Source: an optimization exercise on an open RTL-to-GDS flow (aim: small area and a short achievable clock period). Production flows keep margins and buffers that such runs may drop.
Where RTL was checked, it was by simulation tests only, not by an equivalence proof against the original.

## v26
==> flow/design.v <==
`timescale 1 ns / 1 ns
module filter_mlab
               (
                i_clk,
                i_clk_enable,
                i_reset_n,
                filter_in,
                filter_out
                );
  input   i_clk;
  input   i_clk_enable;
  input   i_reset_n;
  input   signed [17:0] filter_in;
  output  signed [17:0] filter_out;
  reg  [3:0] cur_count;             
  reg  [3:0] vcnt;                  
  reg  signed [17:0] r [0:10];
  reg  signed [17:0] output_register;
  wire       is_s = cur_count[3];   
  reg  [3:0] sel1;                  
  reg  [3:0] sel2;                  
  wire [3:0] cnt_n  = is_s ? 4'd0 : cur_count + 4'd1;
  wire [3:0] vcnt_n = (is_s && vcnt != 4'd11) ? vcnt + 4'd1 : vcnt;
  function v;
    input [3:0] vc;
    input [3:0] a;
    v = (a < vc);
  endfunction
  reg [3:0] s1_n, s2_n;
  always @* begin
    s1_n = 4'd0;
    s2_n = 4'd0;
    case (cnt_n)
      4'd0: begin s1_n[0] = v(vcnt_n, 4'd7);  s2_n[0] = v(vcnt_n, 4'd6); end
      4'd1: begin s1_n[1] = v(vcnt_n, 4'd1);  s2_n[1] = v(vcnt_n, 4'd1); end
      4'd2: begin s1_n[1] = v(vcnt_n, 4'd7);  s2_n[0] = v(vcnt_n, 4'd7); end
      4'd3: begin s1_n[2] = v(vcnt_n, 4'd2);                             end
      4'd4: begin s1_n[3] = v(vcnt_n, 4'd9);  s2_n[2] = v(vcnt_n, 4'd5); end
      4'd5: begin s1_n[2] = v(vcnt_n, 4'd3);                             end
      4'd6: begin s1_n[3] = v(vcnt_n, 4'd10);                            end
      4'd7: begin s1_n[0] = v(vcnt_n, 4'd5);  s2_n[3] = v(vcnt_n, 4'd5); end
      default: begin s1_n[1] = v(vcnt_n, 4'd10); s2_n[1] = v(vcnt_n, 4'd10); end
    endcase
  end
  always @(posedge i_clk or negedge i_reset_n)
    if (!i_reset_n) begin
      cur_count <= 4'd8;
      vcnt      <= 4'd0;
      sel1      <= 4'd0;
      sel2      <= 4'd0;
    end
    else if (i_clk_enable) begin
      cur_count <= cnt_n;
      vcnt      <= vcnt_n;
      sel1      <= s1_n;
      sel2      <= s2_n;
    end
  integer i;
  always @(posedge i_clk)
    if (i_clk_enable) begin
      r[0] <= is_s ? filter_in : r[10];
      for (i = 1; i < 11; i = i + 1)
        r[i] <= r[i-1];
    end
  wire [24:0] x5  = {{7{r[5][17]}},  r[5]};
  wire [24:0] x8  = {{7{r[8][17]}},  r[8]};
  wire [24:0] x10 = {{7{r[10][17]}}, r[10]};
  wire [24:0] v1 = ({25{sel1[0]}} & x8)
                 | ({25{sel1[1]}} & (x10 << 2))
                 | ({25{sel1[2]}} & (x10 << 3))
                 | ({25{sel1[3]}} & (x8 << 3));
  wire [24:0] v2 = ({25{sel2[0]}} & (x10 << 4))
                 | ({25{sel2[1]}} & x10)
                 | ({25{sel2[2]}} & (x5 << 3))
                 | ({25{sel2[3]}} & (x8 << 2));
  reg  [24:0] acc;
  reg         c1, c2;
  wire [24:0] base = is_s ? 25'd16 : acc;
  wire        ci1  = c1 & ~is_s;
  wire        ci2  = c2 & ~is_s;
  wire [24:0] nv1  = ~v1;
  wire [24:0] hs   = base ^ nv1 ^ v2;
  wire [24:0] hc   = (base & nv1) | (base & v2) | (nv1 & v2);
  wire [8:0]  s0   = {1'b0, hs[7:0]}   + {1'b0, hc[6:0], 1'b1};
  wire [9:0]  s1w  = {1'b0, hs[15:8], 1'b1} + {1'b0, hc[14:7], ci1};
  wire [9:0]  s2w  = {hs[24:16], 1'b1}      + {hc[23:15], ci2};
  wire [8:0]  s1   = s1w[9:1];
  wire [8:0]  s2   = s2w[9:1];
  always @(posedge i_clk)
    if (i_clk_enable) begin
      acc <= {s2[8:0], s1[7:0], s0[7:0]};
      c1  <= s0[8];
      c2  <= s1[8];
    end
  wire [16:0] hi   = acc[24:8] + {8'd0, c2, 7'd0, c1};
  wire [19:0] q    = {hi, acc[7:5]};
  wire        tie  = (acc[4:0] == 5'd0);
  wire        pos_ovf = ~q[19] & (q[18] | q[17]);
  wire        neg_ovf =  q[19] & ~(q[18] & q[17]);
  wire [17:0] yr   = {q[17:1], q[0] & ~tie};
  wire [17:0] y    = (vcnt == 4'd0) ? 18'd0 :
                     pos_ovf ? 18'h1ffff : neg_ovf ? 18'h20000 : yr;
  always @(posedge i_clk or negedge i_reset_n)
    if (!i_reset_n)
      output_register <= 18'sd0;
    else if (i_clk_enable && is_s)
      output_register <= y;
  assign filter_out = output_register;
endmodule
==> flow/config.mk <==
export PLATFORM = sky130hd
export DESIGN_NAME = filter_mlab
export DESIGN_NICKNAME = filter_mlab
export VERILOG_FILES = /design/flow/design.v
export SDC_FILE = /design/flow/constraint.sdc
export NUM_CORES = 4
export LEC_CHECK = 0
export CAP_MARGIN = 20
export CORE_MARGIN = 2
export CORE_UTILIZATION = 40
export SLEW_MARGIN = 20
==> flow/constraint.sdc <==
create_clock -name core_clock -period 10.0 [get_ports {i_clk}]
set_input_delay 2.0000 -clock core_clock [delete_from_list [all_inputs] [get_ports {i_clk}]]
set_output_delay 2.0000 -clock core_clock [all_outputs]
set_load 0.01 [all_outputs]
standard.sh (not shown) runs the stock make flow with config.mk's settings and CLKGATE_MAP_FILE= SYNTH_SCRIPT=/design/flow/synth_recipe.tcl, a recipe that flattens the netlist after the stock synthesis.
==> flow/flow/run.sh <==
#!/bin/bash
set -o pipefail
bash standard.sh 'SETUP_SLACK_MARGIN=6.9' 'CTS_CLUSTER_SIZE=30' 'CTS_CLUSTER_DIAMETER=60' 'BUFFER_PORTS_ARGS=-buffer_cell sky130_fd_sc_hd__buf_1' 'CORE_UTILIZATION=60' 'PLACE_DENSITY=0.75' finish 2>&1 | tee standard.log
Input changes introduced in v20 (baseline for comparison: v26):
==> flow/flow/run.sh <==
#!/bin/bash
set -o pipefail
bash standard.sh 'SETUP_SLACK_MARGIN=6.9' 'CTS_CLUSTER_SIZE=30' 'CTS_CLUSTER_DIAMETER=60' 'BUFFER_PORTS_ARGS=-buffer_cell sky130_fd_sc_hd__buf_2' 'CORE_UTILIZATION=60' 'PLACE_DENSITY=0.75' 'ABC_AREA=1' finish 2>&1 | tee standard.log
==> summary.txt <==
- Period utilization is higher on v26
- Summary of v20 over v26: setup slack now sits higher, floorplan die height up 1.6%, number of cell instances on the worst register-to-register path grew by 2, hold slack shows an increase of 6.2 ps, overall die area went up about 3.3%.
- Of the two values seen for first element of the critical path, i_clk_enable was produced by v20 and sel1[1] by v26.
- Routed length on met3 (v26 / v20): 1.2
#### Input delta (v55 over v20)
==> flow/flow/run.sh <==
#!/bin/bash
set -o pipefail
bash standard.sh 'SETUP_SLACK_MARGIN=6.9' 'CTS_CLUSTER_SIZE=30' 'CTS_CLUSTER_DIAMETER=60' 'BUFFER_PORTS_ARGS=-buffer_cell sky130_fd_sc_hd__buf_1' finish 2>&1 | tee standard.log
==> summary.txt <==
- Each of the runs, namely v55 and v20, reached the end of the flow and came out clean.
- v55 ends up with lower post-synth design cell area than v20 does.
- Relative to v20, first-pass GRT wire length has gone up in v55.
- Hold slack on v55 is down relative to v20.
- Looking at utilization, v55 sits below v20.
- Against v20, v55 comes in 44% higher on die area.
- Clock network area share came out higher on v55 than on v20.
- Cell count came out lower on v55 than on v20.
- First-iteration DRC count: v55 vs v20 up 24
- [v55] post-synthesis to final-layout area growth rose 4.5 points relative to v20
- i_clk_enable as the origin of the worst setup path was reported by v20, and sel1[0] by v55.
- Main combinational cell family by area after synthesis = simple AND/OR/NAND/NOR gates: v20; main combinational cell family by area after synthesis = compound AO/OA/AOI/OAI gates: v55
Relative to v55, the following input files were edited for v4:
==> flow/flow/run.sh <==
#!/bin/bash
set -o pipefail
bash standard.sh 'SETUP_SLACK_MARGIN=6.9' 'CTS_CLUSTER_SIZE=30' 'CTS_CLUSTER_DIAMETER=60' 'BUFFER_PORTS_ARGS=-buffer_cell sky130_fd_sc_hd__buf_2' 'CORE_UTILIZATION=60' 'PLACE_DENSITY=0.75' 'TNS_END_PERCENT=20' finish 2>&1 | tee standard.log
==> comparison <==
Compared with v55, in v4 relative slew slack up 7.2 points; placement row count down 11; total global-route track usage went up 6.3 points.
The run showing the greater count of clock-net buffers in the final layout is v55.
v4 against v55: sequential share of layout area rose by 1.8 points; die area fell by 33%; non-clock buffer count fell by about 5%.
Relative to v55, fraction of met1 tracks used by global routing has increased by 9.3 points in v4.
v55 reports its first element of the critical path as sel1[0] while v4 reports i_clk_enable.
The critical path start-end classification comes out reg2reg in one run and in2reg in the other, namely in v55 and v4 respectively.
Going from v55 to v4, number of instances resized during post-cts repair shrinks by about 6%.

========
the baseline:
Starts from the design.v that is shown in full above.
clock: 10.0 ns
lec_check: 0
cap_margin: 20
core_margin: 2
core_utilization: 40
slew_margin: 20
==> flow/flow/run.sh <==
#!/bin/bash
set -o pipefail
bash standard.sh 'SETUP_SLACK_MARGIN=6.6' 'CTS_CLUSTER_SIZE=30' 'CTS_CLUSTER_DIAMETER=60' 'BUFFER_PORTS_ARGS=-buffer_cell sky130_fd_sc_hd__buf_2' finish 2>&1 | tee standard.log
The baseline finished end to end and its layout was clean on timing, DRC and antenna.
## Diff of input files: the candidate against the baseline
==> flow/flow/run.sh <==
#!/bin/bash
set -o pipefail
bash standard.sh 'SETUP_SLACK_MARGIN=6.9' 'CTS_CLUSTER_SIZE=20' 'CTS_CLUSTER_DIAMETER=45' 'CTS_BUF_LIST=sky130_fd_sc_hd__clkbuf_8' 'BUFFER_PORTS_ARGS=-buffer_cell sky130_fd_sc_hd__buf_2' 'CORE_UTILIZATION=60' 'PLACE_DENSITY=0.75' finish 2>&1 | tee standard.log
[summary]
Final critical-path share of the clock period on the candidate is down relative to the baseline.
Worst path setup slack after routing: the candidate vs the baseline up 270 ps
Against the baseline, the candidate comes in 0.32% lower on global-route wire length before repair.
[compare] base=the baseline new=the candidate: final non-filler cell area rose by about 2%, clock tree buffer count of the final layout went up by 8, later-pin clock latency in the skew report grew by 50 ps.
| worst setup slack before clock tree synthesis | the candidate vs the baseline | 73 ps higher |
A startpoint of the worst setup timing path of sel1[1]$_DFFE_PN0P_ is what the baseline shows, while output_register[10]$_DFFE_PN0P_ belongs to the candidate.
Biggest fanout along the worst timing path (the candidate over the baseline): decrease, 9
Of the candidate and the baseline, the higher growth of design area from synthesis to finish belongs to the candidate.

========
RTL: the design.v shown in full above, as it stands there.
Settings: LEC_CHECK=0, CAP_MARGIN=20, CORE_MARGIN=2, CORE_UTILIZATION=40, SLEW_MARGIN=20; clock period 10.0 ns.
==> flow/flow/run.sh <==
#!/bin/bash
set -o pipefail
bash standard.sh 'SETUP_SLACK_MARGIN=7.0' 'CTS_CLUSTER_SIZE=30' 'CTS_CLUSTER_DIAMETER=60' 'BUFFER_PORTS_ARGS=-buffer_cell sky130_fd_sc_hd__buf_2' 'CORE_UTILIZATION=60' 'PLACE_DENSITY=0.75' 'TNS_END_PERCENT=20' finish 2>&1 | tee standard.log
Rerun with:
==> flow/flow/run.sh (replaced) <==
#!/bin/bash
set -o pipefail
bash standard.sh 'SETUP_SLACK_MARGIN=6.8' 'CTS_CLUSTER_SIZE=30' 'CTS_CLUSTER_DIAMETER=60' 'BUFFER_PORTS_ARGS=-buffer_cell sky130_fd_sc_hd__buf_2' finish 2>&1 | tee standard.log
Effect: First-iteration DRC count falls by a quarter to a third. Via count drops by a few percent. Synthesized area is unchanged. Sequential share of layout area decreases by 0.48 points. Count of clock-buffer cells in the layout is higher by 5.
Rerun with:
==> flow/flow/run.sh (replaced) <==
#!/bin/bash
set -o pipefail
bash standard.sh 'SETUP_SLACK_MARGIN=6.9' 'CTS_CLUSTER_SIZE=30' 'CTS_CLUSTER_DIAMETER=60' 'BUFFER_PORTS_ARGS=-buffer_cell sky130_fd_sc_hd__buf_2' 'CORE_UTILIZATION=60' 'PLACE_DENSITY=0.75' finish 2>&1 | tee standard.log
Hold slack hardly moves.
Routed wire length came out lower by about 3%.
Global-route usage went up by 6.5 points.

========
== JK ==
// filter_mlab: RTL as listed in full above, without the edits since
clock: 10.0 ns
lec_check: 0
cap_margin: 20
core_margin: 2
core_utilization: 40
slew_margin: 20
==> flow/flow/run.sh <==
#!/bin/bash
set -o pipefail
bash standard.sh 'SETUP_SLACK_MARGIN=7.0' 'CTS_CLUSTER_SIZE=30' 'CTS_CLUSTER_DIAMETER=60' 'BUFFER_PORTS_ARGS=-buffer_cell sky130_fd_sc_hd__buf_2' 'CORE_UTILIZATION=60' 'PLACE_DENSITY=0.75' finish 2>&1 | tee standard.log
Input-level comparison between MS and JK:
==> flow/flow/run.sh <==
#!/bin/bash
set -o pipefail
bash standard.sh 'SETUP_SLACK_MARGIN=6.9' 'CTS_CLUSTER_SIZE=30' 'CTS_CLUSTER_DIAMETER=60' 'BUFFER_PORTS_ARGS=-buffer_cell sky130_fd_sc_hd__buf_2' finish 2>&1 | tee standard.log
[summary]
MS vs JK: die area up in MS. MS vs. JK: time the final worst path needs with I/O delays and setup has decreased.
--- input diff MS..AL ---
==> flow/flow/run.sh <==
#!/bin/bash
set -o pipefail
bash standard.sh 'SETUP_SLACK_MARGIN=6.9' 'CTS_CLUSTER_SIZE=30' 'CTS_CLUSTER_DIAMETER=60' 'BUFFER_PORTS_ARGS=-buffer_cell sky130_fd_sc_hd__buf_1' 'CORE_UTILIZATION=70' 'PLACE_DENSITY=0.85' finish 2>&1 | tee standard.log
==> comparison <==
- Per the comparison of AL with MS, worst setup slack decreased 0.073 ns; met3 layer usage reported by global route has increased; area taken by flip-flops and latches about even.
What TR does differently from AL at the input level:
==> flow/flow/run.sh <==
#!/bin/bash
set -o pipefail
bash standard.sh 'SETUP_SLACK_MARGIN=6.9' 'CTS_CLUSTER_SIZE=24' 'CTS_CLUSTER_DIAMETER=50' 'CTS_BUF_LIST=sky130_fd_sc_hd__clkbuf_8' 'BUFFER_PORTS_ARGS=-buffer_cell sky130_fd_sc_hd__buf_2' 'CORE_UTILIZATION=60' 'PLACE_DENSITY=0.75' finish 2>&1 | tee standard.log
Results
TR reports its launch point of the critical path as output_register[17] while AL reports sel1[3].
AL → TR: count of clock-buffer cells in the layout now sits higher; transition time of the tightest slew-check pin rose 0.15 ns; wire length lost about 5%.
diff inputs: TR => PW
==> flow/flow/run.sh <==
#!/bin/bash
set -o pipefail
bash standard.sh 'SETUP_SLACK_MARGIN=7.0' 'CTS_CLUSTER_SIZE=40' 'CTS_CLUSTER_DIAMETER=70' 'BUFFER_PORTS_ARGS=-buffer_cell sky130_fd_sc_hd__buf_2' finish 2>&1 | tee standard.log
Notes after the runs:
- On PW: finished layout cell area is 4.1% higher than what TR gave.
- TR -> PW: fraction of the mapped netlist area in simple logic gates delta 0, exact match
- On wire length of the first global-routing pass, TR beats PW.
- PW ended with less effective utilization at floorplan than TR.

========
Setup of try-xenon:
filter_mlab, a different RTL version from the one above (not shown whole).
Size: ~900 cells after synthesis, about 260 flip-flops, roughly 39 I/O pins.
## filter_mlab
module filter_mlab
               (
                i_clk,
                i_clk_enable,
                i_reset_n,
                filter_in,
                filter_out
                );
  input   i_clk;
  input   i_clk_enable;
  input   i_reset_n;
  input   signed [17:0] filter_in;
  output  signed [17:0] filter_out;
  reg  [3:0] cur_count;             
  reg  [3:0] vcnt;                  
  reg  signed [17:0] r [0:10];
  reg  signed [24:0] acc;
  reg  signed [17:0] output_register;
  reg        is_s;                  
  reg  [3:0] sel1;                  
  reg  [3:0] sel2;                  
  wire [3:0] cnt_n  = is_s ? 4'd0 : cur_count + 4'd1;
  wire [3:0] vcnt_n = (is_s && vcnt != 4'd11) ? vcnt + 4'd1 : vcnt;
  function v;
    input [3:0] vc;
    input [3:0] a;
    v = (a < vc);
  endfunction
  reg [3:0] s1_n, s2_n;
  always @* begin
    s1_n = 4'd0;
    s2_n = 4'd0;
    case (cnt_n)
      4'd0: begin s1_n[0] = v(vcnt_n, 4'd7);  s2_n[0] = v(vcnt_n, 4'd6); end
      4'd1: begin s1_n[1] = v(vcnt_n, 4'd1);  s2_n[1] = v(vcnt_n, 4'd1); end
      4'd2: begin s1_n[1] = v(vcnt_n, 4'd7);  s2_n[0] = v(vcnt_n, 4'd7); end
      4'd3: begin s1_n[2] = v(vcnt_n, 4'd2);                             end
      4'd4: begin s1_n[3] = v(vcnt_n, 4'd9);  s2_n[2] = v(vcnt_n, 4'd5); end
      4'd5: begin s1_n[2] = v(vcnt_n, 4'd3);                             end
      4'd6: begin s1_n[3] = v(vcnt_n, 4'd10);                            end
      4'd7: begin s1_n[0] = v(vcnt_n, 4'd5);  s2_n[3] = v(vcnt_n, 4'd5); end
      default: begin s1_n[1] = v(vcnt_n, 4'd10); s2_n[1] = v(vcnt_n, 4'd10); end
    endcase
  end
  always @(posedge i_clk or negedge i_reset_n)
    if (!i_reset_n) begin
      cur_count <= 4'd8;
      vcnt      <= 4'd0;
      is_s      <= 1'b1;
      sel1      <= 4'd0;
      sel2      <= 4'd0;
    end
  ...
Settings: LEC_CHECK=0, CAP_MARGIN=20, CORE_MARGIN=2, CORE_UTILIZATION=40, SLEW_MARGIN=20; clock period 10.0 ns.
==> flow/flow/run.sh <==
#!/bin/bash
# Standard ORFS layout (the standard.sh, unchanged synthesis) with a
# tighter setup-repair target so that timing repair works towards a short
# achieved period. The clock period and constraints are not changed.
set -o pipefail
bash standard.sh SETUP_SLACK_MARGIN=7.0 finish 2>&1 | tee standard.log
try-xenon reached the final stage; the timing, DRC and antenna checks on its layout passed.
[inputs] try-fjord vs try-xenon
--- a/flow/flow/run.sh
+++ b/flow/flow/run.sh
@@ -5,2 +5,2 @@
 set -o pipefail
-bash standard.sh SETUP_SLACK_MARGIN=7.0 finish 2>&1 | tee standard.log
+bash standard.sh SETUP_SLACK_MARGIN=6.5 finish 2>&1 | tee standard.log
When try-fjord is measured against try-xenon, its area added between synthesis and finish turns out 5.9 points lower.
Changes observed in try-fjord relative to try-xenon: fill cell instance count of the final layout up about 2.1%; setup skew after layout flat; vias per cell up 0.034; number of nets at the end of the flow down 5.2%.
For final-layout clock buffer total, dividing the value from try-xenon by the value from try-fjord gives 0.912.
Post-route clock period utilization for try-fjord: 1.1 points up relative to try-xenon
Inputs modified between try-fjord and try-indigo:
==> flow/run.sh (new file) <==
#!/bin/bash
# synth_recipe.tcl (not shown) runs the flow's synth.tcl, then flattens the netlist and writes it again
# the make line also repeats each setting of config.mk as NAME=value (left out here)
make -C /OpenROAD-flow-scripts/flow DESIGN_CONFIG=/design/flow/config.mk WORK_HOME=/design/flow/orfs CLKGATE_MAP_FILE= SYNTH_SCRIPT=/design/flow/synth_recipe.tcl finish
removed: flow/flow/run.sh
removed: flow/standard.sh
[summary]
try-indigo vs. try-fjord: post-route minimum period went up; setup slack went down.
Sort try-indigo and try-fjord by maximum frequency, ascending, and try-indigo comes first.
try-indigo vs try-fjord, most crowded layer after global routing: met2 vs met1
For average wire per cell in the routed design, try-fjord and try-indigo come out practically identical.
Number of global-route vias before repair, try-indigo vs try-fjord: up slightly
The standard cells in try-indigo occupy less silicon area than those in try-fjord do.
Changes observed in try-indigo relative to try-fjord: highest cell delay on the worst timing path grew by 0.36 ns, wire length of the first global-routing pass held steady.
No functional check of the RTL was part of any run of this note.

[what the ideal ports hide]
The results above use ideal ports. As a check the final layouts listed here were re-extracted and re-timed, cells and wires unchanged.
Step 1, drivers: a clkbuf_16 drives i_clk and a buf_2 each remaining input, both assumed.
Step 2 adds t to the input delays and takes it off the output delays; t is the mean of the earliest and latest rising clock arrival at the registers after step 1. Input paths then give back, and output paths get back, about the clock's delay inside the block.
Slacks: ideal / step 1 / step 2; pairs: ideal / step 1.
| run | t, ns | slack for setup (ns) | hold slack, ns | worst setup path after step 2 |
|---|---|---|---|---|
| v26 | 0.538 | 6.857 / 6.857 / 6.462 | 0.417 / 0.417 / 0.417 | input to register |
| v20 | 0.536 | 6.939 / 6.934 / 6.401 | 0.423 / 0.423 / 0.423 | input to register |
| v55 | 0.556 | 6.963 / 6.924 / 6.432 | 0.413 / 0.413 / 0.413 | input to register |
| v4 | 0.545 | 6.939 / 6.858 / 6.313 | 0.418 / 0.418 / 0.418 | input to register |
| the baseline | 0.550 | 6.640 / 6.640 / 6.198 | 0.412 / 0.412 / 0.412 | input to register |
| the candidate | 0.590 | 6.908 / 6.866 / 6.304 | 0.416 / 0.416 / 0.416 | input to register |
| the first run of note 3 | 0.530 | 6.815 / 6.815 / 6.335 | 0.416 / 0.416 / 0.416 | input to register |
| the second run of note 3 | 0.559 | 6.823 / 6.823 / 6.341 | 0.420 / 0.420 / 0.420 | input to register |
| the third run of note 3 | 0.533 | 6.947 / 6.923 / 6.412 | 0.418 / 0.418 / 0.418 | input to register |
| JK | 0.558 | 6.857 / 6.857 / 6.425 | 0.421 / 0.421 / 0.421 | input to register |
| MS | 0.552 | 6.937 / 6.922 / 6.484 | 0.406 / 0.406 / 0.406 | input to register |
| AL | 0.530 | 6.863 / 6.863 / 6.499 | 0.407 / 0.407 / 0.407 | input to register |
| TR | 0.582 | 6.898 / 6.857 / 6.334 | 0.412 / 0.412 / 0.412 | input to register |
| PW | 0.555 | 6.906 / 6.900 / 6.482 | 0.390 / 0.390 / 0.390 | input to register |
| try-xenon | 0.592 | 6.590 / 6.590 / 6.453 | 0.412 / 0.412 / 0.412 | input to register |
| try-fjord | 0.589 | 6.485 / 6.485 / 6.060 | 0.414 / 0.414 / 0.414 | input to register |
| try-indigo | 0.587 | 5.834 / 5.834 / 5.424 | 0.411 / 0.411 / 0.411 | input to register |
After both steps setup and hold are still met in every run listed. For v4, which loses most, drivers alone change the setup slack by -0.081 ns; drivers and shift together by -0.626 ns.
